Background: an optimization exercise with open tools, aiming at small area. Do not read the settings as production practice.
Only simulation tests tie the RTL to the original design; equivalence was not proved.
Power figures rest on the tool's default switching activity, not on a simulated workload.

`flow/run.sh`:
```
#!/bin/bash
# Layout flow: the standard synthesis; then the combinational logic between the
# registers (which are kept exactly as that synthesis made them) is re-mapped by ABC for
# area: each script s*.abc is tried, the smallest result is kept, and that is repeated
# from the kept netlist for a few rounds; then the standard layout steps on that
# netlist, with the settings in extra.mk (buf_1 port buffers, a clock tree of fewer
# buffers, no timing-driven placement).
set -euo pipefail
W=$PWD
F=$W/flow
R=$W/orfs/results/${FLOW_PLATFORM}/YM2149/base
LIB=$FLOW_HOME/platforms/${FLOW_PLATFORM}/lib/sky130_fd_sc_hd__tt_025C_1v80.lib
ROUNDS=3

if [[ -f $F/extra.mk ]]; then cat $F/extra.mk >> $W/config.mk; fi

# 1. standard synthesis
bash $W/standard.sh synth > $W/log_1_synth.txt 2>&1
cp $R/1_2_yosys.v $W/std_1_2_yosys.v

# 2. re-map the combinational logic; the flip-flop cells are kept as they are
python3 $F/gen_comb.py $LIB $W/comb_map.v > $W/log_2_gen_comb.txt 2>&1
mkdir -p $W/resyn
cur=$W/std_1_2_yosys.v
best_area=1e30
for r in $(seq 1 $ROUNDS); do
  found=""
  for s in $F/s*.abc; do
    n=r${r}_$(basename $s .abc)
    sed -e "s|@LIB@|$LIB|g" -e "s|@W@|$W|g" -e "s|@ABC@|$s|g" -e "s|@IN@|$cur|g" \
        -e "s|@OUT@|$W/resyn/$n.v|g" -e "s|@TOP@|$FLOW_TOP|g" $F/resyn.ys > $W/resyn/$n.ys
    if yosys -l $W/resyn/log_$n.txt -q -s $W/resyn/$n.ys > /dev/null 2>&1; then
      a=$(grep "Chip area for module" $W/resyn/log_$n.txt | tail -1 | awk '{print $NF}')
      echo "$n $a" >> $W/log_2_resyn_areas.txt
      if awk -v a="$a" -v b="$best_area" 'BEGIN{exit !(a < b)}'; then
        best_area=$a; found=$W/resyn/$n.v
      fi
    fi
  done
  [[ -z "$found" ]] && break
  cur=$found
  echo "round $r kept $cur $best_area" >> $W/log_2_resyn_areas.txt
done
if [[ "$cur" != "$W/std_1_2_yosys.v" ]]; then
  cp $cur $R/1_2_yosys.v
  touch $R/1_2_yosys.v
fi

# 3. standard layout from the re-mapped netlist
bash $W/standard.sh finish > $W/log_3_layout.txt 2>&1
```
`flow/extra.mk`:
```
export BUFFER_PORTS_ARGS = -buffer_cell sky130_fd_sc_hd__buf_1
export CTS_ARGS = -sink_clustering_enable -repair_clock_nets -dont_use_dummy_load -buf_list sky130_fd_sc_hd__clkbuf_16 -root_buf sky130_fd_sc_hd__clkbuf_4 -sink_clustering_size 25 -sink_clustering_max_diameter 100
```
`flow/gen_comb.py`:
```
# Writes a Verilog techmap file giving each combinational liberty cell its function,
# so a mapped netlist can be turned back into generic gates for re-mapping.
import re, sys
lib = open(sys.argv[1]).read()
out = []
pos = 0
cells = [(m.start(), m.group(1)) for m in re.finditer(r'\n\s*cell\s*\(\s*"?([\w]+)"?\s*\)\s*\{', lib)]
cells.append((len(lib), None))
for (s, name), (e, _) in zip(cells, cells[1:]):
    body = lib[s:e]
    if re.search(r'\b(ff|latch|statetable|ff_bank)\s*\(', body) or 'three_state' in body:
        continue
    pins = re.findall(r'\n\s*pin\s*\(\s*"?(\w+)"?\s*\)\s*\{(.*?)\n\s*\}', body, re.S)
    ins, outs = [], []
    for pn, pb in re.finditer(r'\n\s*pin\s*\(\s*"?(\w+)"?\s*\)', body) and [] or []:
        pass
    # split by pin blocks crudely
    for m in re.finditer(r'\n(\s*)pin\s*\(\s*"?(\w+)"?\s*\)\s*\{', body):
        pn = m.group(2)
        seg = body[m.end(): m.end() + 20000]
        d = re.search(r'direction\s*:\s*"?(\w+)"?', seg).group(1)
        if d == 'input':
            ins.append(pn)
        elif d == 'output':
            f = re.search(r'function\s*:\s*"([^"]*)"', seg)
            if not f:
                outs = None; break
            outs.append((pn, f.group(1)))
    if not outs:
        continue
    ports = ins + [o for o, _ in outs]
    v = 'module %s(%s);\n' % (name, ', '.join(ports))
    for i in ins: v += '  input %s;\n' % i
    for o, f in outs:
        v += '  output %s;\n  assign %s = %s;\n' % (o, o, f.replace('!', '~'))
    v += 'endmodule\n'
    out.append(v)
open(sys.argv[2], 'w').write(''.join(out))
print(len(out), 'cells')
```
`flow/resyn.ys`:
```
read_liberty -lib @LIB@
read_verilog @IN@
hierarchy -top @TOP@
techmap -map @W@/comb_map.v
techmap
opt -fast
opt -purge
abc -liberty @LIB@ -dont_use *probe* -dont_use *lpflow* -script @ABC@
opt_clean -purge
setundef -zero
hilomap -singleton -hicell sky130_fd_sc_hd__conb_1 HI -locell sky130_fd_sc_hd__conb_1 LO
splitnets
opt_clean -purge
insbuf -buf sky130_fd_sc_hd__buf_4 A X
check -assert -mapped
stat -liberty @LIB@
write_verilog -noattr -nohex -nodec @OUT@
```
`flow/s01.abc`:
```
strash
fraig
dc2
rewrite -z
refactor -z
dc2
dch -f
amap -F 3 -A 8
topo
```
`flow/s02.abc`:
```
strash
fraig
dc2
dch -f
amap
topo
```
`flow/s03.abc`:
```
strash
fraig
dc2
rewrite -z
refactor -z
resub -z -K 10
dc2
dch -f
amap -F 3 -A 8
topo
```
`flow/s04.abc`:
```
strash
fraig
resub -K 8
dc2
dch -f
amap -F 3 -A 8
topo
```
`flow/s05.abc`:
```
strash
fraig
dc2
dc2
dc2
dch -f
amap -F 3 -A 8
topo
```
`flow/s06.abc`:
```
strash
fraig
rewrite
refactor
balance
rewrite -z
refactor -z
rewrite -z
balance
dch -f
amap -F 3 -A 8
topo
```
`flow/s07.abc`:
```
strash
fraig
dc2
rewrite -z
refactor -z
dc2
dch -f
amap -m -F 3 -A 8
topo
```
`flow/s08.abc`:
```
strash
fraig
resub -K 6 -N 2
refactor -N 12
dc2
dch -f
amap -F 3 -A 8
topo
```
`flow/s09.abc`:
```
strash
fraig
dc2
rewrite -z
refactor -z
dc2
dch -f
amap -F 2 -A 12 -C 1000
topo
```
`flow/s10.abc`:
```
strash
fraig
dc2
rewrite -z
refactor -z
dc2
dch
amap -F 3 -A 8
topo
```
`standard.sh`:
```
#!/bin/bash
# synth_recipe.tcl (not shown) runs the flow's synth.tcl, then flattens the netlist and writes it again
# the make line also repeats each setting of config.mk as NAME=value (left out here)
make -C /OpenROAD-flow-scripts/flow DESIGN_CONFIG=/design/flow/config.mk WORK_HOME=/design/flow/orfs CLKGATE_MAP_FILE= SYNTH_SCRIPT=/design/flow/synth_recipe.tcl "${@:-finish}"
```
`config.mk`:
```
export PLATFORM = sky130hd
export DESIGN_NAME = YM2149
export DESIGN_NICKNAME = YM2149
export VERILOG_FILES = /design/flow/design.v
export SDC_FILE = /design/flow/constraint.sdc
export NUM_CORES = 4
export LEC_CHECK = 0
export CAP_MARGIN = 5
export CORE_MARGIN = 2
export CORE_UTILIZATION = 40
export GPL_TIMING_DRIVEN = 0
export SLEW_MARGIN = 5
export BUFFER_PORTS_ARGS = -buffer_cell sky130_fd_sc_hd__buf_1
export CTS_ARGS = -sink_clustering_enable -repair_clock_nets -dont_use_dummy_load -buf_list sky130_fd_sc_hd__clkbuf_16 -root_buf sky130_fd_sc_hd__clkbuf_4 -sink_clustering_size 25 -sink_clustering_max_diameter 100
```
`constraint.sdc`:
```
create_clock -name core_clock -period 10.0 [get_ports {CLK}]
set_input_delay 2.0000 -clock core_clock [delete_from_list [all_inputs] [get_ports {CLK}]]
set_output_delay 2.0000 -clock core_clock [all_outputs]
set_load 0.01 [all_outputs]
```
`design.v`:
```
module YM2149 (
	input      [7:0] I_DA,
	output reg [7:0] O_DA,
	output           O_DA_OE_L,
	input            I_A9_L,
	input            I_A8,
	input            I_BDIR,
	input            I_BC2,
	input            I_BC1,
	input            I_SEL_L,
	input            I_STEREO,
	output reg [7:0] O_AUDIO,
	output reg [1:0] O_CHAN,
	output reg [9:0] O_AUDIO_L,
	output reg [9:0] O_AUDIO_R,
	input      [7:0] I_IOA,
	output     [7:0] O_IOA,
	output           O_IOA_OE_L,
	input      [7:0] I_IOB,
	output     [7:0] O_IOB,
	output           O_IOB_OE_L,
	input            ENA,  
	input            RESET_L,
	input            CLK
);
wire rst = ~RESET_L;
reg  [3:0] addr;      
reg        addr_lo;   
wire [2:0] mode = {I_BDIR, I_BC2, I_BC1};
wire busctrl_addr = (mode == 3'b001) | (mode == 3'b100) | (mode == 3'b111);
wire cs = ~I_A9_L & I_A8 & addr_lo;
wire busctrl_we = cs & (mode == 3'b110);
wire busctrl_re = cs & (mode == 3'b011);
assign O_DA_OE_L = ~busctrl_re;
always @(posedge CLK) begin
	if (rst) begin
		addr    <= 4'd0;
		addr_lo <= 1'b1;
	end else if (busctrl_addr) begin
		addr    <= I_DA[3:0];
		addr_lo <= (I_DA[7:4] == 4'd0);
	end
end
reg [7:0] r0, r2, r4, r7, r11, r12, r14, r15;
reg [3:0] r1, r3, r5, r13;
reg [4:0] r6, r8, r9, r10;
reg       env_reset;
wire [15:0] wsel = busctrl_we ? (16'd1 << addr) : 16'd0;
always @(posedge CLK) begin
	if (rst | wsel[0])  r0  <= rst ? 8'd0 : I_DA;
	if (rst | wsel[1])  r1  <= rst ? 4'd0 : I_DA[3:0];
	if (rst | wsel[2])  r2  <= rst ? 8'd0 : I_DA;
	if (rst | wsel[3])  r3  <= rst ? 4'd0 : I_DA[3:0];
	if (rst | wsel[4])  r4  <= rst ? 8'd0 : I_DA;
	if (rst | wsel[5])  r5  <= rst ? 4'd0 : I_DA[3:0];
	if (rst | wsel[6])  r6  <= rst ? 5'd0 : I_DA[4:0];
	if (rst | wsel[7])  r7  <= rst ? 8'd0 : I_DA;
	if (rst | wsel[8])  r8  <= rst ? 5'd0 : I_DA[4:0];
	if (rst | wsel[9])  r9  <= rst ? 5'd0 : I_DA[4:0];
	if (rst | wsel[10]) r10 <= rst ? 5'd0 : I_DA[4:0];
	if (rst | wsel[11]) r11 <= rst ? 8'd0 : I_DA;
	if (rst | wsel[12]) r12 <= rst ? 8'd0 : I_DA;
	if (rst | wsel[13]) r13 <= rst ? 4'd0 : I_DA[3:0];
	if (rst | wsel[14]) r14 <= rst ? 8'd0 : I_DA;
	if (rst | wsel[15]) r15 <= rst ? 8'd0 : I_DA;
	env_reset <= rst | wsel[13];
end
wire       addr0_next = busctrl_addr ? I_DA[0] : addr[0];
reg  [7:0] io_inreg;
always @(posedge CLK)
	io_inreg <= addr0_next ? I_IOB : I_IOA;
always @(*) begin
	case (addr)
		4'h0: O_DA = r0;
		4'h1: O_DA = {4'd0, r1};
		4'h2: O_DA = r2;
		4'h3: O_DA = {4'd0, r3};
		4'h4: O_DA = r4;
		4'h5: O_DA = {4'd0, r5};
		4'h6: O_DA = {3'd0, r6};
		4'h7: O_DA = r7;
		4'h8: O_DA = {3'd0, r8};
		4'h9: O_DA = {3'd0, r9};
		4'hA: O_DA = {3'd0, r10};
		4'hB: O_DA = r11;
		4'hC: O_DA = r12;
		4'hD: O_DA = {4'd0, r13};
		default: O_DA = io_inreg;  
	endcase
end
reg [3:0] cnt_div;
reg       noise_div;
reg       ena_div;
wire div_zero = (cnt_div == 4'd0);
always @(posedge CLK) begin
	cnt_div   <= rst ? 4'd0 : (ENA & div_zero) ? {~I_SEL_L, 3'b111} : cnt_div - {3'b000, ENA};
	noise_div <= ~rst & (noise_div ^ (ENA & div_zero));
	ena_div   <= ~rst & (ENA ? div_zero : ena_div);
end
wire tick       = ENA & ena_div;
wire tick_noise = tick & ~noise_div;
reg  [4:0] noise_gen_cnt;
reg [16:0] poly17;
wire [5:0] noise_inc  = {1'b0, noise_gen_cnt} + {5'd0, tick_noise};
wire       noise_wrap = (noise_inc >= {1'b0, r6});
wire       noise_step = tick_noise & noise_wrap;
reg poly17_zero;
always @(posedge CLK) begin
	noise_gen_cnt <= (rst | noise_step) ? 5'd0 : noise_inc[4:0];
	poly17_zero   <= rst | (poly17_zero & ~noise_step);
	if (rst | noise_step)
		poly17 <= rst ? 17'd0 : {poly17[0] ^ poly17[2] ^ poly17_zero, poly17[16:1]};
end
reg [11:0] tone_gen_cnt1, tone_gen_cnt2, tone_gen_cnt3;
reg  [3:1] tone_gen_op;
wire [12:0] tinc1 = {1'b0, tone_gen_cnt1} + {12'd0, tick};
wire [12:0] tinc2 = {1'b0, tone_gen_cnt2} + {12'd0, tick};
wire [12:0] tinc3 = {1'b0, tone_gen_cnt3} + {12'd0, tick};
wire twrap1 = tick & (tinc1 >= {1'b0, r1, r0});
wire twrap2 = tick & (tinc2 >= {1'b0, r3, r2});
wire twrap3 = tick & (tinc3 >= {1'b0, r5, r4});
always @(posedge CLK) begin
	tone_gen_cnt1 <= (rst | twrap1) ? 12'd0 : tinc1[11:0];
	tone_gen_cnt2 <= (rst | twrap2) ? 12'd0 : tinc2[11:0];
	tone_gen_cnt3 <= (rst | twrap3) ? 12'd0 : tinc3[11:0];
	tone_gen_op   <= rst ? 3'd0 : (tone_gen_op ^ {twrap3, twrap2, twrap1});
end
reg [15:0] env_gen_cnt;
reg        env_ena;
wire [16:0] einc  = {1'b0, env_gen_cnt} + {16'd0, tick};
wire        ewrap = tick & (einc >= {1'b0, r12, r11});
always @(posedge CLK) begin
	env_gen_cnt <= (rst | ewrap) ? 16'd0 : einc[15:0];
	env_ena     <= ~rst & (ENA ? ewrap : env_ena);
end
reg        env_hold;
reg        env_inc;
reg  [4:0] env_vol;
wire is_bot    = (env_vol == 5'b00000);
wire is_bot_p1 = (env_vol == 5'b00001);
wire is_top_m1 = (env_vol == 5'b11110);
wire is_top    = (env_vol == 5'b11111);
always @(posedge CLK) begin
	if (env_reset) begin
		env_vol  <= r13[2] ? 5'b00000 : 5'b11111;
		env_inc  <= r13[2];
		env_hold <= 1'b0;
	end else if (ENA & env_ena) begin
		if (!env_hold)
			env_vol <= env_inc ? env_vol + 5'd1 : env_vol - 5'd1;
		if (!r13[3]) begin
			if (env_inc ? is_top : is_bot_p1) env_hold <= 1'b1;
		end else if (r13[0]) begin  
			if (!env_inc) begin
				if (r13[1] ? is_bot : is_bot_p1) env_hold <= 1'b1;
			end else begin
				if (r13[1] ? is_top : is_top_m1) env_hold <= 1'b1;
			end
		end else if (r13[1]) begin  
			if (!env_inc) begin
				if (is_bot_p1) env_hold <= 1'b1;
				if (is_bot) begin env_hold <= 1'b0; env_inc <= 1'b1; end
			end else begin
				if (is_top_m1) env_hold <= 1'b1;
				if (is_top) begin env_hold <= 1'b0; env_inc <= 1'b0; end
			end
		end
	end
end
reg       tone_ena_l, tone_src, noise_ena_l;
reg [4:0] chan_vol;
always @(*) begin
	tone_ena_l  = 1'b1; tone_src = 1'b1;
	noise_ena_l = 1'b1; chan_vol = 5'b00000;
	case (cnt_div[1:0])
		2'b00: begin tone_ena_l = r7[0]; tone_src = tone_gen_op[1]; chan_vol = r8;  noise_ena_l = r7[3]; end
		2'b01: begin tone_ena_l = r7[1]; tone_src = tone_gen_op[2]; chan_vol = r9;  noise_ena_l = r7[4]; end
		2'b10: begin tone_ena_l = r7[2]; tone_src = tone_gen_op[3]; chan_vol = r10; noise_ena_l = r7[5]; end
		default: ;
	endcase
end
wire chan_mixed = (tone_ena_l | tone_src) & (noise_ena_l | poly17[0]);
wire [4:0] chan_amp = ~chan_mixed ? 5'd0 :
                      chan_vol[4] ? env_vol :
                      (chan_vol[3:0] == 4'd0) ? 5'd0 : {chan_vol[3:0], 1'b1};
reg  [4:0] amp;         
reg  [7:0] dac_amp;
reg        ena_seen1, ena_seen2;
wire [1:0] cnt_div_t1 = ena_seen1 ? cnt_div[1:0] + 2'd1 : 2'd0;
always @(posedge CLK) begin
	ena_seen1 <= ~rst & (ena_seen1 | ENA);
	ena_seen2 <= ~rst & (ena_seen2 | (ena_seen1 & ENA));
end
always @(*) O_CHAN = ena_seen2 ? cnt_div[1:0] + 2'd2 : 2'd0;
always @(*) begin
	case (amp)
		5'b11111: dac_amp = 8'hFF;
		5'b11110: dac_amp = 8'hD9;
		5'b11101: dac_amp = 8'hBA;
		5'b11100: dac_amp = 8'h9F;
		5'b11011: dac_amp = 8'h88;
		5'b11010: dac_amp = 8'h74;
		5'b11001: dac_amp = 8'h63;
		5'b11000: dac_amp = 8'h54;
		5'b10111: dac_amp = 8'h48;
		5'b10110: dac_amp = 8'h3D;
		5'b10101: dac_amp = 8'h34;
		5'b10100: dac_amp = 8'h2C;
		5'b10011: dac_amp = 8'h25;
		5'b10010: dac_amp = 8'h1F;
		5'b10001: dac_amp = 8'h1A;
		5'b10000: dac_amp = 8'h16;
		5'b01111: dac_amp = 8'h13;
		5'b01110: dac_amp = 8'h10;
		5'b01101: dac_amp = 8'h0D;
		5'b01100: dac_amp = 8'h0B;
		5'b01011: dac_amp = 8'h09;
		5'b01010: dac_amp = 8'h08;
		5'b01001: dac_amp = 8'h07;
		5'b01000: dac_amp = 8'h06;
		5'b00111: dac_amp = 8'h05;
		5'b00110: dac_amp = 8'h04;
		5'b00101: dac_amp = 8'h03;
		5'b00100: dac_amp = 8'h03;
		5'b00011: dac_amp = 8'h02;
		5'b00010: dac_amp = 8'h02;
		5'b00001: dac_amp = 8'h01;
		default:  dac_amp = 8'h00;
	endcase
end
always @(posedge CLK) begin
	if (rst | ENA) begin
		amp        <= rst ? 5'd0 : chan_amp;
		O_AUDIO    <= dac_amp;  
	end
end
reg [9:0] vol_l, vol_r;
reg       mix_done;    
wire first = (cnt_div_t1 == 2'b10);  
wire acc   = ~rst & ENA & (cnt_div_t1 != 2'b11);
wire clr   = rst | (ENA & first);
wire [9:0] base_l = clr ? 10'd0 : vol_l;
wire [9:0] base_r = clr ? 10'd0 : vol_r;
wire [7:0] add_l  = (acc & ~(first & I_STEREO)) ? dac_amp : 8'd0;
wire [7:0] add_r  = (acc & ~(cnt_div_t1 == 2'b00 & I_STEREO)) ? dac_amp : 8'd0;
always @(posedge CLK) begin
	vol_l    <= base_l + {2'b00, add_l};
	vol_r    <= base_r + {2'b00, add_r};
	mix_done <= ~rst & ENA & (cnt_div_t1 == 2'b11);
	if (rst | mix_done) begin
		O_AUDIO_L <= vol_l;
		O_AUDIO_R <= vol_r;
	end
end
assign O_IOA      = r14;
assign O_IOA_OE_L = ~r7[6];
assign O_IOB      = r15;
assign O_IOB_OE_L = ~r7[7];
endmodule
```
==> impl_metrics.yaml, run 1 <==
detailed_routing:
  drt_iter0_drc: 895
  route.detailed.drc: 0
  routedWlPerCell_microns: 17.07
  vias: 8625
  viasPerCell: 5.370
  drtPass1Iterations: 5
  wirelength_mm: 27.42
  drtAntennaViolNets: 0
sta:
  rsz0062_at_grt: "no"
  max_slew_margin_pct: 15.19
  fin_crit_sh_pct: 67.03
  final-setup-viol-count: 0
  slew_viol_final: 0
  fin_skew_ns: 0.05225
  fmax_mhz: 149.2
  tightest_slew_ns: 1.259
  layout_min_cycle_time_ns: 6.703
  finalHoldViolCount: 0
  tns_ns: 0
placement:
  routabilityCongestion: 0.9552
  io_buffers: 90
  dp_hpwl_mm: 19.84
  dpl_cell_area_sq_um: 12140
power_and_ir_drop:
  comb_power_share_pct: 11.8
  p_total_mw: 2.094
  p_switching_mw: 0.5513
  p_leak_nw: 4.141
  swShare_pct: 26.33
  p_int_mw: 1.542
  vdd_drop_max_uv: 96.65
  clkPwrFrac_pct: 25.8
  p_seq_share_pct: 62.4
  power.density_nw_per_um2: 168.3
critical_path:
  cp-startpoint: "ENA"
  cp_max_fo: 16
  start_kind: "input pin"
  r2r_slack_ns: 5.06
  cp-end-kind: "flop"
  worstPathArrival_ns: 7.25
  r2r_cells: 25
  critPathKind: "in -> reg"
  reg2reg_from: "ena_div"
  critical-path-slowest-cell: "nor2_1"
  crit_required_ns: 10.55
  crit_top_cell: "clkinv_1"
  r2r_end: "env_gen_cnt[11]"
  critPathMaxStageDelay_ns: 0.86
grt:
  grt_start_max_net_pins: 48
  grt_antenna_before_repair: 1
  grt_pass1_wl_mm: 42.95
  grt_pass1_vias: 7856
  grt_overflow: 0
  grt_usage_pct: 18.66
floorplan:
  core_region_area_sq_um: 27780
  die_height_microns: 171.8
  start_util_pct: 40.55
  die_w_microns: 171.8
  ios: 91
  dieArea_sq_um: 29520
  row_count: 61
yosys:
  netlist_area_sq_um: 11270
  avgSynthCellArea_sq_um: 10.07
  synthCells: 1119
  syn-num-nets: 1153
  ys_warn_count: 1
clock_network:
  cts_tree: "built"
  ctsHoldBuffers: 0
  cts_buffers: 14
  cts_setup_buffers: 0
  clk_latency_ns: 0.69
  cts-root-buf: "clkbuf_4"
  cts.sinks: 270
  ctsResizeCount: 0
  h-tree-depth: 1
  clock_path_buffers: 3
  clkTransAtPathRegs_ns: 0.10
final_layout:
  layout-drive-gt1-share_pct: 2.037
  postLayoutCellArea_sq_um: 12440
  syn_to_final_growth_pct: 10.43
  nets: 1263
worst_hold_path:
  hold_depth: 0
  hp-start: "vol_l[3]"
  hold_class: "reg -> reg"
  whs_endpoint: "O_AUDIO_L[3]"
outcome:
  status: "finished clean"
flow_run:
  maxCapViolCount: 0
[how the worst max path moves through the flow]
stage,endpoint,slack (ns),cells after the start
2_1_floorplan,vol_r[9],4.23,19
3_3_place_gp,vol_l[9],0.78,18
3_5_place_dp,vol_r[9],2.25,22
4_1_cts,vol_r[9],2.93,22
5_1_grt,env_gen_cnt[10],2.59,29
6_report,env_gen_cnt[11],3.30,26
[power by group through the flow]
| stage | clock (mW) | sequential, mW | combinational (mW) |
|---|---|---|---|
| 2_1_floorplan | 0 | 1.32 | 0.155 |
| 3_3_place_gp | 0 | 1.33 | 0.241 |
| 3_5_place_dp | 0 | 1.33 | 0.246 |
| 4_1_cts | 0.556 | 1.31 | 0.247 |
| 5_1_grt | 0.591 | 1.31 | 0.276 |
| 6_report | 0.540 | 1.31 | 0.247 |
[registers in the layout, summed over array words and instances (netlist names), 10 cells and up]
register       cells
tone_gen_cnt2     12
tone_gen_cnt1     12
vol_r             10
O_AUDIO_R         10
vol_l             10
tone_gen_cnt3     12
poly17            17
O_AUDIO_L         10
env_gen_cnt       16
[critical path, delay by kind of cell]
kind	cells	cell delay, ns
compound gates	12	2.33
buf+inv	6	1.00
simple gates	8	1.90
[through the flow]
| stage | util [%] | worst slack (ns) | cells | hold slack, ns |
|---|---|---|---|---|
| after floorplan | - | 4.232 | 1119 | 0.4013 |
| after global placement | 43.47 | 0.7798 | 1587 | 0.4076 |
| after detailed placement | 43.69 | 2.248 | 1591 | 0.4103 |
| after CTS | 44.77 | 2.928 | 1605 | 0.4295 |
| after global routing | 44.78 | 2.586 | 1606 | 0.4312 |
| final | 44.78 | 3.297 | 1606 | 0.4356 |
[area by class of cell]
type / count / area [sq um]
Antenna cell: 1 / 2.502
Multi-Input combinational cell: 731 / 3872
Sequential cell: 270 / 6967
Clock buffer: 14 / 297.8
Fill cell: 2646 / 15340
Inverter: 118 / 444.2
Timing Repair Buffer: 94 / 384.1
Tap cell: 378 / 473.0
[per-layer routing]
metal	GRT usage [%]	up-vias	routed length (microns)
met1	26.69	3979	12820
met5	0	-	0
met4	5.736	0	690
met3	2.761	46	1780
met2	29.32	306	12130
li1	-	4294	-
[cell usage in the layout (no fill, tap or decap), types with 14 or more instances in the layout]
cell        n
a21oi_1    51
a22o_1     14
a22oi_1    19
buf_1      89
clkinv_1  117
dfxtp_1   114
edfxtp_1  156
nand2_1   116
nor2_1    176
nor2b_1    19
nor3_1     15
o21ai_0   137
o22ai_1    30
==> inputs of run 2 (changes only) <==
--- a/design.v
+++ b/design.v
@@ -194,37 +194,12 @@
 always @(*) O_CHAN = ena_seen2 ? cnt_div[1:0] + 2'd2 : 2'd0;
+wire [31:0] amp_sel = 32'd1 << amp;
 always @(*) begin
-	case (amp)
-		5'b11111: dac_amp = 8'hFF;
-		5'b11110: dac_amp = 8'hD9;
-		5'b11101: dac_amp = 8'hBA;
-		5'b11100: dac_amp = 8'h9F;
-		5'b11011: dac_amp = 8'h88;
-		5'b11010: dac_amp = 8'h74;
-		5'b11001: dac_amp = 8'h63;
-		5'b11000: dac_amp = 8'h54;
-		5'b10111: dac_amp = 8'h48;
-		5'b10110: dac_amp = 8'h3D;
-		5'b10101: dac_amp = 8'h34;
-		5'b10100: dac_amp = 8'h2C;
-		5'b10011: dac_amp = 8'h25;
-		5'b10010: dac_amp = 8'h1F;
-		5'b10001: dac_amp = 8'h1A;
-		5'b10000: dac_amp = 8'h16;
-		5'b01111: dac_amp = 8'h13;
-		5'b01110: dac_amp = 8'h10;
-		5'b01101: dac_amp = 8'h0D;
-		5'b01100: dac_amp = 8'h0B;
-		5'b01011: dac_amp = 8'h09;
-		5'b01010: dac_amp = 8'h08;
-		5'b01001: dac_amp = 8'h07;
-		5'b01000: dac_amp = 8'h06;
-		5'b00111: dac_amp = 8'h05;
-		5'b00110: dac_amp = 8'h04;
-		5'b00101: dac_amp = 8'h03;
-		5'b00100: dac_amp = 8'h03;
-		5'b00011: dac_amp = 8'h02;
-		5'b00010: dac_amp = 8'h02;
-		5'b00001: dac_amp = 8'h01;
-		default:  dac_amp = 8'h00;
-	endcase
+	dac_amp[0] = |(amp_sel & 32'hD24CBAB2);
+	dac_amp[1] = |(amp_sel & 32'hB207933C);
+	dac_amp[2] = |(amp_sel & 32'h957D23C0);
+	dac_amp[3] = |(amp_sel & 32'hF8D63C00);
+	dac_amp[4] = |(amp_sel & 32'hF567C000);
+	dac_amp[5] = |(amp_sel & 32'hA6780000);
+	dac_amp[6] = |(amp_sel & 32'hC7800000);
+	dac_amp[7] = |(amp_sel & 32'hF8000000);
 end
==> run 2 against run 1 <==
Power is 1.7% lower. Global-route usage up 0.29 points. Sequential share of layout area decreased by 0.19 points. Via count down 0.51%. First-iteration DRC count shrank 14%. Utilization rose by 0.34 points. Clock power shrank 2%. Hold slack about the same. Critical endpoint is now vol_l[9]. Non-clock buffer count up 1. Die area fell by 1.9%.
==> impl_metrics.yaml, run 2 <==
grt:
  grt_start_max_net_pins: 50
  grt_overflow: 0
  grt_antenna_before_repair: 1
  grt_pass1_wl_mm: 42.55
  grt_pass1_vias: 7744
  grt_usage_pct: 18.95
flow_run:
  maxCapViolCount: 0
placement:
  dp_hpwl_mm: 20.44
  dpl_cell_area_sq_um: 11890
  dp_slack_ns: 2.118
  routabilityCongestion: 0.9558
  io_buffers: 90
yosys:
  avgSynthCellArea_sq_um: 10.06
  netlist_area_sq_um: 11050
  synthCells: 1099
  ys_warn_count: 1
  syn-num-nets: 1133
final_layout:
  top_regs: "poly17 (17), env_gen_cnt (16)"
  postLayoutCellArea_sq_um: 12200
  nets: 1244
  largest_reg_flops: 17
  largest-register: "poly17"
  seq_area_sq_um: 6807
  mostFrequentLayoutCells: "174 x nor2_1, 156 x edfxtp_1, 126 x o21ai_0"
  final_common_cell: "nor2_1"
  fillers: 2559
  layout-drive-gt1-share_pct: 2.070
  postLayoutCoreUtil_pct: 45.13
  multiInputGateArea_sq_um: 3830
  syn_to_final_growth_pct: 10.35
worst_hold_path:
  hold_class: "reg -> reg"
  hold_depth: 0
  hp-start: "vol_l[3]"
detailed_routing:
  wirelength_mm: 27.68
  routedWlPerCell_microns: 17.86
  vias: 8581
  drtPass1Iterations: 7
  drtAntennaViolNets: 0
  drt_iter0_drc: 767
  route.detailed.drc: 0
  viasPerCell: 5.536
sta:
  slew_viol_final: 0
  fin_crit_sh_pct: 72.29
  max_slew_margin_pct: 14.05
  fmax_mhz: 138.3
  tns_ns: 0
  layout_min_cycle_time_ns: 7.229
  finalHoldViolCount: 0
  worst_slack_ns: 2.771
  tightest_slew_ns: 1.287
  final-setup-viol-count: 0
  rsz0062_at_grt: "no"
  fin_skew_ns: 0.05220
outcome:
  status: "finished clean"
critical_path:
  start_kind: "input pin"
  critPathMaxStageDelay_ns: 1.03
  critPathKind: "in -> reg"
  cp-startpoint: "RESET_L"
  reg2reg_from: "ena_div"
  r2r_cells: 28
  worstPathArrival_ns: 7.78
  critical-path-slowest-cell: "clkinv_2"
  path_cells: "buf_1 -> clkinv_2 -> a31oi_2 -> buf_6 -> clkinv_1 -> nor2b_1 -> nor2_1 -> o21ai_0 -> clkinv_1 -> o21ai_0 -> o22ai_1 -> clkinv_1 -> o21ai_0 -> nor2_1 -> a31oi_1 -> o22ai_1 -> a31oi_1 -> nor2_1 -> and2_0 -> nor2_1 -> a211oi_1"
  cp_top_family: "buffers and inverters"
  cp_max_fo: 49
  worst-path-buf-inv: 6
  crit_cells: 21
  cp-end-kind: "flop"
  crit_top_cell: "nor2_1"
  crit_required_ns: 10.56
power_and_ir_drop:
  p_leak_nw: 4.025
  vdd_drop_max_uv: 89.26
  power.density_nw_per_um2: 168.7
floorplan:
  start_util_pct: 40.89
  ios: 91
  core_region_area_sq_um: 27030
  dieArea_sq_um: 28970
  die_w_microns: 170.2
  die_height_microns: 170.2
  row_count: 60
clock_network:
  cts.sinks: 262
  cts-root-buf: "clkbuf_4"
  clkTransAtPathRegs_ns: 0.09
  ctsResizeCount: 0
  ctsHoldBuffers: 0
  cts_buffers: 14
  clk_latency_ns: 0.68
  cts_setup_buffers: 0
  h-tree-depth: 1
  cts_tree: "built"
  clock_path_buffers: 3
[run 2: final timing paths]
check | endpoint | slack (ns)
setup / recovery | vol_l[9] | 2.77
hold / removal | O_AUDIO_L[3] | 0.44
setup reg to reg | env_gen_cnt[2] | 5.08
hold reg to reg | O_AUDIO_L[3] | 0.44
[run 2: final cells by class]
class	count	area share (%)
Sequential cell	262	55.81
Multi-Input combinational cell	722	31.40
Inverter	115	3.550
Tap cell	341	3.499
Timing Repair Buffer	95	3.273
Clock buffer	14	2.442
Antenna cell	1	0.02052
[run 2: layer usage]
layer	wire (microns)	track usage (%)
met4	497	4.199
met5	0	0
met3	2250	3.814
met2	12370	30.19
met1	12570	26.78
[run 2: power by group]
| part | total (mW) | switching [mW] | internal, mW | leakage (nW) |
|---|---|---|---|---|
| clock | 0.528 | 0.320 | 0.208 | 0.149 |
| combinational | 0.253 | 0.172 | 0.0810 | 1.43 |
| sequential | 1.28 | 0.0566 | 1.22 | 2.44 |
[run 2: metrics by stage]
step / std cells / hold slack (ns) / total power [mW]
CTS: 1548 / 0.4391 / 2.074
finish: 1550 / 0.4357 / 2.057
global route: 1550 / 0.4589 / 2.143
detailed placement: 1534 / 0.4150 / 1.551
global placement: 1530 / 0.4103 / 1.546
floorplan: 1099 / 0.4005 / 1.441
==> inputs of run 3 (changes only) <==
==> flow/extra.mk (replaced) <==
export BUFFER_PORTS_ARGS = -buffer_cell sky130_fd_sc_hd__buf_1
export CTS_ARGS = -sink_clustering_enable -repair_clock_nets -dont_use_dummy_load -buf_list sky130_fd_sc_hd__clkbuf_16 -root_buf sky130_fd_sc_hd__clkbuf_4 -sink_clustering_size 30 -sink_clustering_max_diameter 80
==> config.mk (replaced) <==
export PLATFORM = sky130hd
export DESIGN_NAME = YM2149
export DESIGN_NICKNAME = YM2149
export VERILOG_FILES = /design/flow/design.v
export SDC_FILE = /design/flow/constraint.sdc
export NUM_CORES = 4
export LEC_CHECK = 0
export CAP_MARGIN = 5
export CORE_MARGIN = 2
export CORE_UTILIZATION = 65
export GPL_TIMING_DRIVEN = 0
export PLACE_DENSITY = 0.8
export SLEW_MARGIN = 5
export BUFFER_PORTS_ARGS = -buffer_cell sky130_fd_sc_hd__buf_1
export CTS_ARGS = -sink_clustering_enable -repair_clock_nets -dont_use_dummy_load -buf_list sky130_fd_sc_hd__clkbuf_16 -root_buf sky130_fd_sc_hd__clkbuf_4 -sink_clustering_size 30 -sink_clustering_max_diameter 80
==> run 3 against run 2 <==
Synthesized cell count is the same. Clock skew down 0.022 ns. Flip-flop and latch count stayed put. Highest routed layer unchanged. Critical path type unchanged. Still clean on timing, DRC and antenna. Die area fell by 38%. Count of clock-buffer cells in the layout is 1 lower. Routed wire length shrank 0.85%. Critical endpoint unchanged. Final cell count fell by 8.0%.
==> impl_metrics.yaml, run 3 <==
outcome:
  status: "finished clean"
detailed_routing:
  routedWlPerCell_microns: 19.25
  wirelength_mm: 27.45
  route.detailed.drc: 0
  viasPerCell: 6.285
  drtAntennaViolNets: 0
  vias: 8963
  drtPass1Iterations: 8
  drt_iter0_drc: 967
final_layout:
  nets: 1241
  syn_to_final_growth_pct: 8.480
  final_common_cell: "nor2_1"
  layout-drive-gt1-share_pct: 1.826
  mostFrequentLayoutCells: "174 x nor2_1, 156 x edfxtp_1, 125 x o21ai_0"
  top_regs: "poly17 (17), env_gen_cnt (16)"
  largest_reg_flops: 17
  fillers: 1290
  largest-register: "poly17"
sta:
  layout_min_cycle_time_ns: 6.948
  fin_crit_sh_pct: 69.48
  tns_ns: 0
  hold_ws_ns: 0.4241
  max_slew_margin_pct: 8.668
  final-setup-viol-count: 0
  finalHoldViolCount: 0
  tightest_slew_ns: 1.370
  slew_viol_final: 0
  worst_slack_ns: 3.052
  fmax_mhz: 143.9
  fin_skew_ns: 0.02986
  rsz0062_at_grt: "no"
floorplan:
  start_util_pct: 66.64
  die_w_microns: 134.4
  dieArea_sq_um: 18060
  die_height_microns: 134.4
  ios: 91
  core_region_area_sq_um: 16580
  row_count: 47
power_and_ir_drop:
  clkPwrFrac_pct: 24.7
  swShare_pct: 26.58
  vdd_drop_max_uv: 141.5
  p_switching_mw: 0.5402
  power.density_nw_per_um2: 169.6
  p_seq_share_pct: 62.9
  p_leak_nw: 3.999
  comb_power_share_pct: 12.4
  p_int_mw: 1.493
placement:
  routabilityCongestion: 0.9643
  dp_slack_ns: 2.605
  io_buffers: 90
  dp_hpwl_mm: 19.86
worst_hold_path:
  hold_class: "reg -> reg"
critical_path:
  crit_required_ns: 10.57
  cp_max_fo: 49
  start_kind: "input pin"
  path_cells: "buf_1 -> clkinv_2 -> a31oi_2 -> buf_6 -> clkinv_1 -> nor2b_1 -> nand2_1 -> o21ai_0 -> clkinv_1 -> o21ai_0 -> o22ai_1 -> clkinv_1 -> o21ai_0 -> nor2_1 -> a31oi_1 -> o22ai_1 -> a31oi_1 -> nor2_1 -> and2_0 -> nor2_1 -> a211oi_1"
  critPathMaxStageDelay_ns: 1.03
  worstPathArrival_ns: 7.52
  cp_top_family: "buffers and inverters"
  cp-end-kind: "flop"
  critical-path-slowest-cell: "clkinv_2"
  critPathKind: "in -> reg"
  worst-path-buf-inv: 6
clock_network:
  clkTransAtPathRegs_ns: 0.11
  clk_latency_ns: 0.65
  cts_tree: "built"
  cts.sinks: 262
  ctsHoldBuffers: 0
  ctsResizeCount: 0
  cts-root-buf: "clkbuf_4"
  clock_path_buffers: 3
  cts_setup_buffers: 0
  cts_buffers: 13
  h-tree-depth: 1
grt:
  grt_overflow: 0
  grt_antenna_before_repair: 1
  grt_start_max_net_pins: 50
  grt_pass1_vias: 8007
  grt_pass1_wl_mm: 42.78
  grt_usage_pct: 30.47
flow_run:
  maxCapViolCount: 0
yosys:
  syn-num-nets: 1133
  netlist_area_sq_um: 11050
  ys_warn_count: 1
  avgSynthCellArea_sq_um: 10.06
  synthCells: 1099
run 3: final timing paths:
path	from	to	slack [ns]	depth (start not counted)
worst min-delay path	vol_r[6]	O_AUDIO_R[6]	0.42	0
worst max-delay path	RESET_L	vol_l[9]	3.05	21
worst min register to register	vol_r[6]	O_AUDIO_R[6]	0.42	0
worst max register to register	ena_div	env_gen_cnt[13]	5.09	30
run 3: metal layers:
| layer | part of all wire (%) | global-route usage (%) | wire (microns) |
|---|---|---|---|
| met5 | 0 | 0 | 0 |
| met3 | 11 | 5.971 | 2909 |
| met2 | 45 | 47.62 | 12420 |
| met1 | 42 | 44.05 | 11400 |
| met4 | 2.6 | 8.421 | 715 |
run 3: metrics by stage:
step / cell area [sq um] / total power, mW / std cells / utilization (%)
2_1_floorplan: 11050 / 1.441 / 1099 / -
3_3_place_gp: 11660 / 1.537 / 1409 / 70.34
3_5_place_dp: 11710 / 1.546 / 1411 / 70.61
4_1_cts: 11980 / 2.031 / 1424 / 72.25
5_1_grt: 11990 / 2.104 / 1426 / 72.30
6_report: 11990 / 2.033 / 1426 / 72.30
run 3: area by class of cell:
type / count / area [sq um] / area share (%)
flip-flops and latches: 262 / 6807 / 56.77
multi-input cells: 722 / 3830 / 31.95
inverters: 115 / 432.9 / 3.611
repair buffers: 93 / 369.1 / 3.079
well taps: 220 / 275.3 / 2.296
clock buffers: 13 / 272.8 / 2.275
diodes: 1 / 2.502 / 0.02087
run 3: power by group through the flow:
| stage | Sequential (mW) | Combinational, mW | Clock [mW] |
|---|---|---|---|
| CTS | 1.28 | 0.247 | 0.508 |
| detailed placement | 1.30 | 0.246 | 0 |
| global route | 1.28 | 0.276 | 0.544 |
| floorplan | 1.28 | 0.157 | 0 |
| global placement | 1.30 | 0.239 | 0 |
| finish | 1.28 | 0.253 | 0.502 |
==> inputs of run 4 (changes only) <==
--- a/design.v
+++ b/design.v
@@ -185,6 +185,6 @@
                       (chan_vol[3:0] == 4'd0) ? 5'd0 : {chan_vol[3:0], 1'b1};
-reg  [4:0] amp;         
+reg  [4:0] amp, amp_d;
 reg  [7:0] dac_amp;
 reg        ena_seen1, ena_seen2;
-wire [1:0] cnt_div_t1 = ena_seen1 ? cnt_div[1:0] + 2'd1 : 2'd0;
+wire [1:0] chan_d = ena_seen2 ? cnt_div[1:0] + 2'd2 : 2'd0;
 always @(posedge CLK) begin
@@ -193,4 +193,4 @@
 end
-always @(*) O_CHAN = ena_seen2 ? cnt_div[1:0] + 2'd2 : 2'd0;
-wire [31:0] amp_sel = 32'd1 << amp;
+always @(*) O_CHAN = chan_d;
+wire [31:0] amp_sel = 32'd1 << amp_d;
 always @(*) begin
@@ -205,6 +205,7 @@
 end
+always @(*) O_AUDIO = dac_amp;
 always @(posedge CLK) begin
 	if (rst | ENA) begin
-		amp        <= rst ? 5'd0 : chan_amp;
-		O_AUDIO    <= dac_amp;  
+		amp   <= rst ? 5'd0 : chan_amp;
+		amp_d <= amp;  
 	end
@@ -213,4 +214,7 @@
 reg       mix_done;    
-wire first = (cnt_div_t1 == 2'b10);  
-wire acc   = ~rst & ENA & (cnt_div_t1 != 2'b11);
+reg       stereo_d;    
+always @(posedge CLK)
+	if (ENA) stereo_d <= I_STEREO;
+wire first = (chan_d == 2'b10);  
+wire acc   = ~rst & ENA & (chan_d != 2'b11);
 wire clr   = rst | (ENA & first);
@@ -218,4 +222,4 @@
 wire [9:0] base_r = clr ? 10'd0 : vol_r;
-wire [7:0] add_l  = (acc & ~(first & I_STEREO)) ? dac_amp : 8'd0;
-wire [7:0] add_r  = (acc & ~(cnt_div_t1 == 2'b00 & I_STEREO)) ? dac_amp : 8'd0;
+wire [7:0] add_l  = (acc & ~(first & stereo_d)) ? dac_amp : 8'd0;
+wire [7:0] add_r  = (acc & ~(chan_d == 2'b00 & stereo_d)) ? dac_amp : 8'd0;
 always @(posedge CLK) begin
@@ -223,3 +227,3 @@
 	vol_r    <= base_r + {2'b00, add_r};
-	mix_done <= ~rst & ENA & (cnt_div_t1 == 2'b11);
+	mix_done <= ~rst & ENA & (chan_d == 2'b00);
 	if (rst | mix_done) begin
--- a/flow/run.sh
+++ b/flow/run.sh
@@ -12,3 +12,3 @@
 LIB=$FLOW_HOME/platforms/${FLOW_PLATFORM}/lib/sky130_fd_sc_hd__tt_025C_1v80.lib
-ROUNDS=3
+ROUNDS=4
 
==> flow/s11.abc (new file) <==
strash
fraig
&get -n
&deepsyn -I 4 -J 50
&put
dc2
dch -f
amap -F 3 -A 8
topo
==> flow/s12.abc (new file) <==
strash
fraig
dc2
rewrite -z
refactor -z
resub -z -K 10
dc2
rewrite -z
refactor -z
resub -z -K 10
dc2
dch -f
amap -F 3 -A 8
topo
==> flow/s13.abc (new file) <==
strash
fraig
&get -n
&st
&sopb
&put
dc2
dch -f
amap -F 3 -A 8
topo
==> flow/s14.abc (new file) <==
strash
fraig
&get -n
&st
&dsdb
&put
dc2
dch -f
amap -F 3 -A 8
topo
==> flow/s15.abc (new file) <==
strash
fraig
dc2
rewrite -z
refactor -z
dc2
dch -f
amap -F 4 -A 16 -C 2000
topo
==> run 4 against run 3 <==
Still clean on timing, DRC and antenna. Global-route usage fell by 1.5 points. Combinational power is 16% higher. Final cell count decreased by 0.84%. Count of clock-buffer cells in the layout did not move. Largest cell class unchanged. Largest power group unchanged.
==> impl_metrics.yaml, run 4 <==
sta:
  hold_ws_ns: 0.4275
  rsz0062_at_grt: "no"
  max_slew_margin_pct: 13.21
  tightest_slew_ns: 1.288
  final-setup-viol-count: 0
  fin_crit_sh_pct: 81.45
  tns_ns: 0
  fmax_mhz: 122.8
  fin_skew_ns: 0.03946
  slew_viol_final: 0
  layout_min_cycle_time_ns: 8.145
  finalHoldViolCount: 0
clock_network:
  clk_latency_ns: 0.63
  h-tree-depth: 1
  cts_setup_buffers: 0
  cts_buffers: 13
  cts_tree: "built"
  cts-root-buf: "clkbuf_4"
  ctsResizeCount: 0
  ctsHoldBuffers: 0
  clkTransAtPathRegs_ns: 0.09
  clock_path_buffers: 3
  cts.sinks: 260
final_layout:
  postLayoutCellArea_sq_um: 11850
  largest_reg_flops: 17
  largest-register: "poly17"
  syn_to_final_growth_pct: 8.610
  mostFrequentLayoutCells: "170 x nor2_1, 154 x edfxtp_1, 140 x o21ai_0"
  nets: 1228
  top_regs: "poly17 (17), env_gen_cnt (16)"
  final_common_cell: "nor2_1"
  fillers: 1205
  layout-drive-gt1-share_pct: 1.594
yosys:
  ys_warn_count: 1
  syn-num-nets: 1121
  avgSynthCellArea_sq_um: 10.04
  synthCells: 1087
  netlist_area_sq_um: 10910
critical_path:
  cp_max_fo: 24
  critPathKind: "in -> reg"
  critPathMaxStageDelay_ns: 1.03
  r2r_cells: 26
  worstPathArrival_ns: 8.65
  crit_top_cell: "o21ai_0"
  crit_required_ns: 10.51
  start_kind: "input pin"
  cp-end-kind: "flop"
  critical-path-slowest-cell: "clkinv_1"
detailed_routing:
  met2_length_mm: 11.63
  met3_wirelength_mm: 2.361
  drt_iter0_drc: 891
  wirelength_met1_mm: 10.61
  viasPerCell: 6.052
  route.detailed.drc: 0
  wirelength_mm: 25.54
  drtAntennaViolNets: 0
  routedWlPerCell_microns: 18.06
  vias: 8557
  routed.top_layer: "met4"
  drtPass1Iterations: 6
flow_run:
  maxCapViolCount: 0
grt:
  grt_overflow: 0
  grt_pass1_wl_mm: 40.25
  grt_pass1_vias: 7858
  grt_start_max_net_pins: 31
  grt_usage_pct: 28.98
  grt_antenna_before_repair: 1
worst_hold_path:
  hold_class: "reg -> reg"
  hold_depth: 0
power_and_ir_drop:
  vdd_drop_max_uv: 135.5
  power.density_nw_per_um2: 176.2
  p_leak_nw: 3.954
  p_total_mw: 2.089
placement:
  routabilityCongestion: 0.9761
  io_buffers: 90
  dpl_cell_area_sq_um: 11560
  dp_hpwl_mm: 18.88
floorplan:
  die_height_microns: 133.6
  row_count: 47
  start_util_pct: 66.04
  dieArea_sq_um: 17840
  die_w_microns: 133.6
  ios: 91
  core_region_area_sq_um: 16520
outcome:
  status: "finished clean"
[run 4: final timing paths]
check,from,endpoint,slack [ns]
max,RESET_L,vol_r[9],1.85
min,vol_r[2],O_AUDIO_R[2],0.43
max reg2reg,cnt_div[0],vol_l[9],4.07
min reg2reg,vol_r[2],O_AUDIO_R[2],0.43
[run 4: power breakdown]
group          internal [mW]  switching (mW)  leakage (nW)  total [mW]
Combinational         0.0990           0.194          1.39       0.293
Clock                  0.192           0.301         0.137       0.494
Sequential              1.24          0.0584          2.43        1.30
[run 4: metal layers]
metal  track usage [%]  vias up
li1                  -     4177
met1             39.82     3875
met2             46.91      427
met3             4.947       78
met4             10.64        0
met5                 0        -
[run 4: final cells by class]
cell class	count	area, sq um	area share (%)
antenna	2	5.005	0.04223
clock buffer	13	272.8	2.301
inverter	122	457.9	3.864
multi-input combinational	705	3719	31.37
sequential	260	6746	56.92
tap	220	275.3	2.322
timing repair buffer	92	376.6	3.177
[run 4: through the flow]
step	utilization (%)	cells	setup slack, ns
3_3_place_gp	69.75	1397	1.052
2_1_floorplan	-	1087	3.421
3_5_place_dp	69.99	1399	1.416
5_1_grt	71.73	1414	1.186
6_report	71.73	1414	1.855
4_1_cts	71.64	1412	2.077
[run 4: worst max-delay path: cells and delay by family]
| family | cells | cell delay, ns |
|---|---|---|
| AOI/OAI and AO/OA | 15 | 2.56 |
| buffers and inverters | 3 | 2.32 |
| and+or+nand+nor | 12 | 1.72 |
==> inputs of run 5 (changes only) <==
--- a/flow/run.sh
+++ b/flow/run.sh
@@ -12,3 +12,3 @@
 LIB=$FLOW_HOME/platforms/${FLOW_PLATFORM}/lib/sky130_fd_sc_hd__tt_025C_1v80.lib
-ROUNDS=4
+ROUNDS=3
 
==> flow/extra.mk (replaced) <==
export BUFFER_PORTS_ARGS = -buffer_cell sky130_fd_sc_hd__buf_1
export CTS_ARGS = -sink_clustering_enable -repair_clock_nets -dont_use_dummy_load -buf_list sky130_fd_sc_hd__clkbuf_16 -root_buf sky130_fd_sc_hd__clkbuf_4 -sink_clustering_size 25 -sink_clustering_max_diameter 100
==> config.mk (replaced) <==
export PLATFORM = sky130hd
export DESIGN_NAME = YM2149
export DESIGN_NICKNAME = YM2149
export VERILOG_FILES = /design/flow/design.v
export SDC_FILE = /design/flow/constraint.sdc
export NUM_CORES = 4
export LEC_CHECK = 0
export CAP_MARGIN = 5
export CORE_MARGIN = 2
export CORE_UTILIZATION = 40
export GPL_TIMING_DRIVEN = 0
export SLEW_MARGIN = 5
export BUFFER_PORTS_ARGS = -buffer_cell sky130_fd_sc_hd__buf_1
export CTS_ARGS = -sink_clustering_enable -repair_clock_nets -dont_use_dummy_load -buf_list sky130_fd_sc_hd__clkbuf_16 -root_buf sky130_fd_sc_hd__clkbuf_4 -sink_clustering_size 25 -sink_clustering_max_diameter 100
removed: flow/s11.abc
removed: flow/s12.abc
removed: flow/s13.abc
removed: flow/s14.abc
removed: flow/s15.abc
==> run 5 against run 4 <==
Register-to-register slack improved by 0.86 ns. Critical path depth increased by 11. Maximum frequency increased by 22%. Utilization decreased by 27 points. First-iteration DRC count decreased by 5.5%. Final cell count increased by 11%. Power decreased by 4.1%. Critical path type unchanged. Largest power group unchanged.
==> impl_metrics.yaml, run 5 <==
outcome:
  status: "finished clean"
sta:
  fmax_mhz: 150.2
  slew_viol_final: 0
  tightest_slew_ns: 1.296
  fin_crit_sh_pct: 66.58
  rsz0062_at_grt: "no"
  layout_min_cycle_time_ns: 6.658
  tns_ns: 0
  finalHoldViolCount: 0
  fin_skew_ns: 0.04637
  final-setup-viol-count: 0
  hold_ws_ns: 0.4129
  max_slew_margin_pct: 12.66
critical_path:
  r2r_slack_ns: 4.93
  cp-end-kind: "flop"
  worst-path-buf-inv: 15
  start_kind: "input pin"
  critPathKind: "in -> reg"
  cp-startpoint: "ENA"
  crit_top_cell: "nand2_1"
  r2r_end: "env_gen_cnt[6]"
  critical-path-slowest-cell: "nor2_1"
  critPathMaxStageDelay_ns: 0.88
  r2r_cells: 40
  endpoint: "env_gen_cnt[6]"
  cp_max_fo: 16
  reg2reg_from: "ena_div"
  crit_required_ns: 10.55
  worstPathArrival_ns: 7.21
  cp_top_family: "simple AND/OR/NAND/NOR gates"
  crit_cells: 41
placement:
  io_buffers: 90
  dp_hpwl_mm: 20.71
  routabilityCongestion: 0.9784
flow_run:
  maxCapViolCount: 0
power_and_ir_drop:
  vdd_drop_max_uv: 112.8
  p_seq_share_pct: 62.4
  p_switching_mw: 0.5245
  power.density_nw_per_um2: 165.0
  clkPwrFrac_pct: 26.5
  p_int_mw: 1.478
  comb_power_share_pct: 11.1
  swShare_pct: 26.20
  p_leak_nw: 4.071
yosys:
  avgSynthCellArea_sq_um: 9.885
  synthCells: 1114
  ys_warn_count: 1
  netlist_area_sq_um: 11010
  syn-num-nets: 1148
final_layout:
  fillers: 2613
  top_regs: "poly17 (17), env_gen_cnt (16)"
  layout-drive-gt1-share_pct: 1.964
  final_common_cell: "nor2_1"
  nets: 1258
  largest-register: "poly17"
  mostFrequentLayoutCells: "194 x nor2_1, 154 x edfxtp_1, 131 x o21ai_0"
  syn_to_final_growth_pct: 10.16
  largest_reg_flops: 17
grt:
  grt_start_max_net_pins: 44
  grt_pass1_vias: 7828
  grt_overflow: 0
  grt_util_met2_pct: 30.38
  grt_antenna_before_repair: 1
  globalRouteMet3Util_pct: 3.000
  grt_use_met1_pct: 27.69
  grt_usage_pct: 19.34
  grt_pass1_wl_mm: 43.39
  grt.busiest_layer: "met2"
floorplan:
  row_count: 60
  ios: 91
  die_w_microns: 169.9
  die_height_microns: 169.9
  dieArea_sq_um: 28870
  core_region_area_sq_um: 27030
  start_util_pct: 40.75
clock_network:
  ctsResizeCount: 0
  cts_buffers: 14
  cts-root-buf: "clkbuf_4"
  ctsHoldBuffers: 0
  clk_latency_ns: 0.67
  h-tree-depth: 1
  cts_setup_buffers: 0
  cts.sinks: 260
  cts_tree: "built"
  clkTransAtPathRegs_ns: 0.10
  clock_path_buffers: 3
detailed_routing:
  drtPass1Iterations: 6
  vias: 8714
  drtAntennaViolNets: 0
  route.detailed.drc: 0
  drt_iter0_drc: 842
  wirelength_mm: 28.35
  routedWlPerCell_microns: 18.13
  viasPerCell: 5.572
worst_hold_path:
  hold_class: "reg -> reg"
-- run 5: routing by layer --
metal,vias up,share of wire (%)
li1,4264,-
met4,0,2.8
met5,-,0
met3,49,7.8
met2,347,44
met1,4054,46
-- run 5: area by class of cell --
class	count	area (sq um)	share of cell area, %
well taps	341	426.7	3.517
diodes	1	2.502	0.02063
inverters	120	450.4	3.713
repair buffers	94	381.6	3.146
flip-flops and latches	260	6746	55.62
multi-input cells	734	3825	31.53
clock buffers	14	297.8	2.455
-- run 5: power by group through the flow --
stage	clock, mW	sequential (mW)	combinational, mW
floorplan	0	1.26	0.138
global placement	0	1.27	0.218
detailed placement	0	1.27	0.220
CTS	0.545	1.25	0.221
global route	0.574	1.25	0.248
finish	0.531	1.25	0.222
-- run 5: stage by stage --
stage                     util, %  instances  power (mW)  setup WS (ns)  instance area [sq um]
after CTS                   44.85       1562       2.014          3.322                  12120
after floorplan                 -       1114       1.394          4.495                  11010
after detailed placement    43.75       1548       1.492          2.680                  11820
after global routing        44.88       1564       2.076          2.611                  12130
final                       44.88       1564       2.002          3.342                  12130
after global placement      43.57       1545       1.489          2.183                  11780
-- run 5: how the worst min path moves through the flow --
stage | end | depth (start not counted) | from
2_1_floorplan | amp_d[0] | 0 | amp[0]
3_3_place_gp | amp_d[4] | 0 | amp[4]
3_5_place_dp | amp_d[3] | 0 | amp[3]
4_1_cts | amp_d[1] | 0 | amp[1]
5_1_grt | amp_d[1] | 0 | amp[1]
6_report | amp_d[1] | 0 | amp[1]

## static timing again, ports no longer ideal
No port has a modelled driver above. Below, the same layouts with a new extraction and two added sets of constraints. Step 1 (the two cells are an assumption about what drives the block):
set clk [get_ports {CLK}]
set_driving_cell -lib_cell sky130_fd_sc_hd__clkbuf_16 $clk
set_driving_cell -lib_cell sky130_fd_sc_hd__buf_2 [delete_from_list [all_inputs] $clk]
Step 2 also shifts input and output timing later by t, the mid clock arrival at the registers, as if the neighbouring blocks saw the same clock. a / b / c = ideal / step 1 / step 2; a / b = the first two.
run | t (ns) | slack for setup (ns) | worst setup path after step 2 | slew at the worst register clock pin (ns) | worst data-port slew with drivers (ns)
run 1 | 0.704 | 3.297 / 3.296 / 2.592 | input to register | 0.10 / 0.10 | 0.08
run 2 | 0.701 | 2.771 / 2.774 / 2.074 | input to register | 0.11 / 0.11 | 0.06
run 3 | 0.675 | 3.052 / 3.055 / 2.380 | input to register | 0.11 / 0.11 | 0.06
run 4 | 0.656 | 1.855 / 1.867 / 1.211 | input to register | 0.12 / 0.12 | 0.04
run 5 | 0.686 | 3.342 / 3.360 / 2.674 | input to register | 0.11 / 0.11 | 0.04
After both steps setup and hold are still met in every run listed. The setup slack of run 1, which loses most, moves by -0.001 ns with the drivers and by -0.705 ns with both steps.
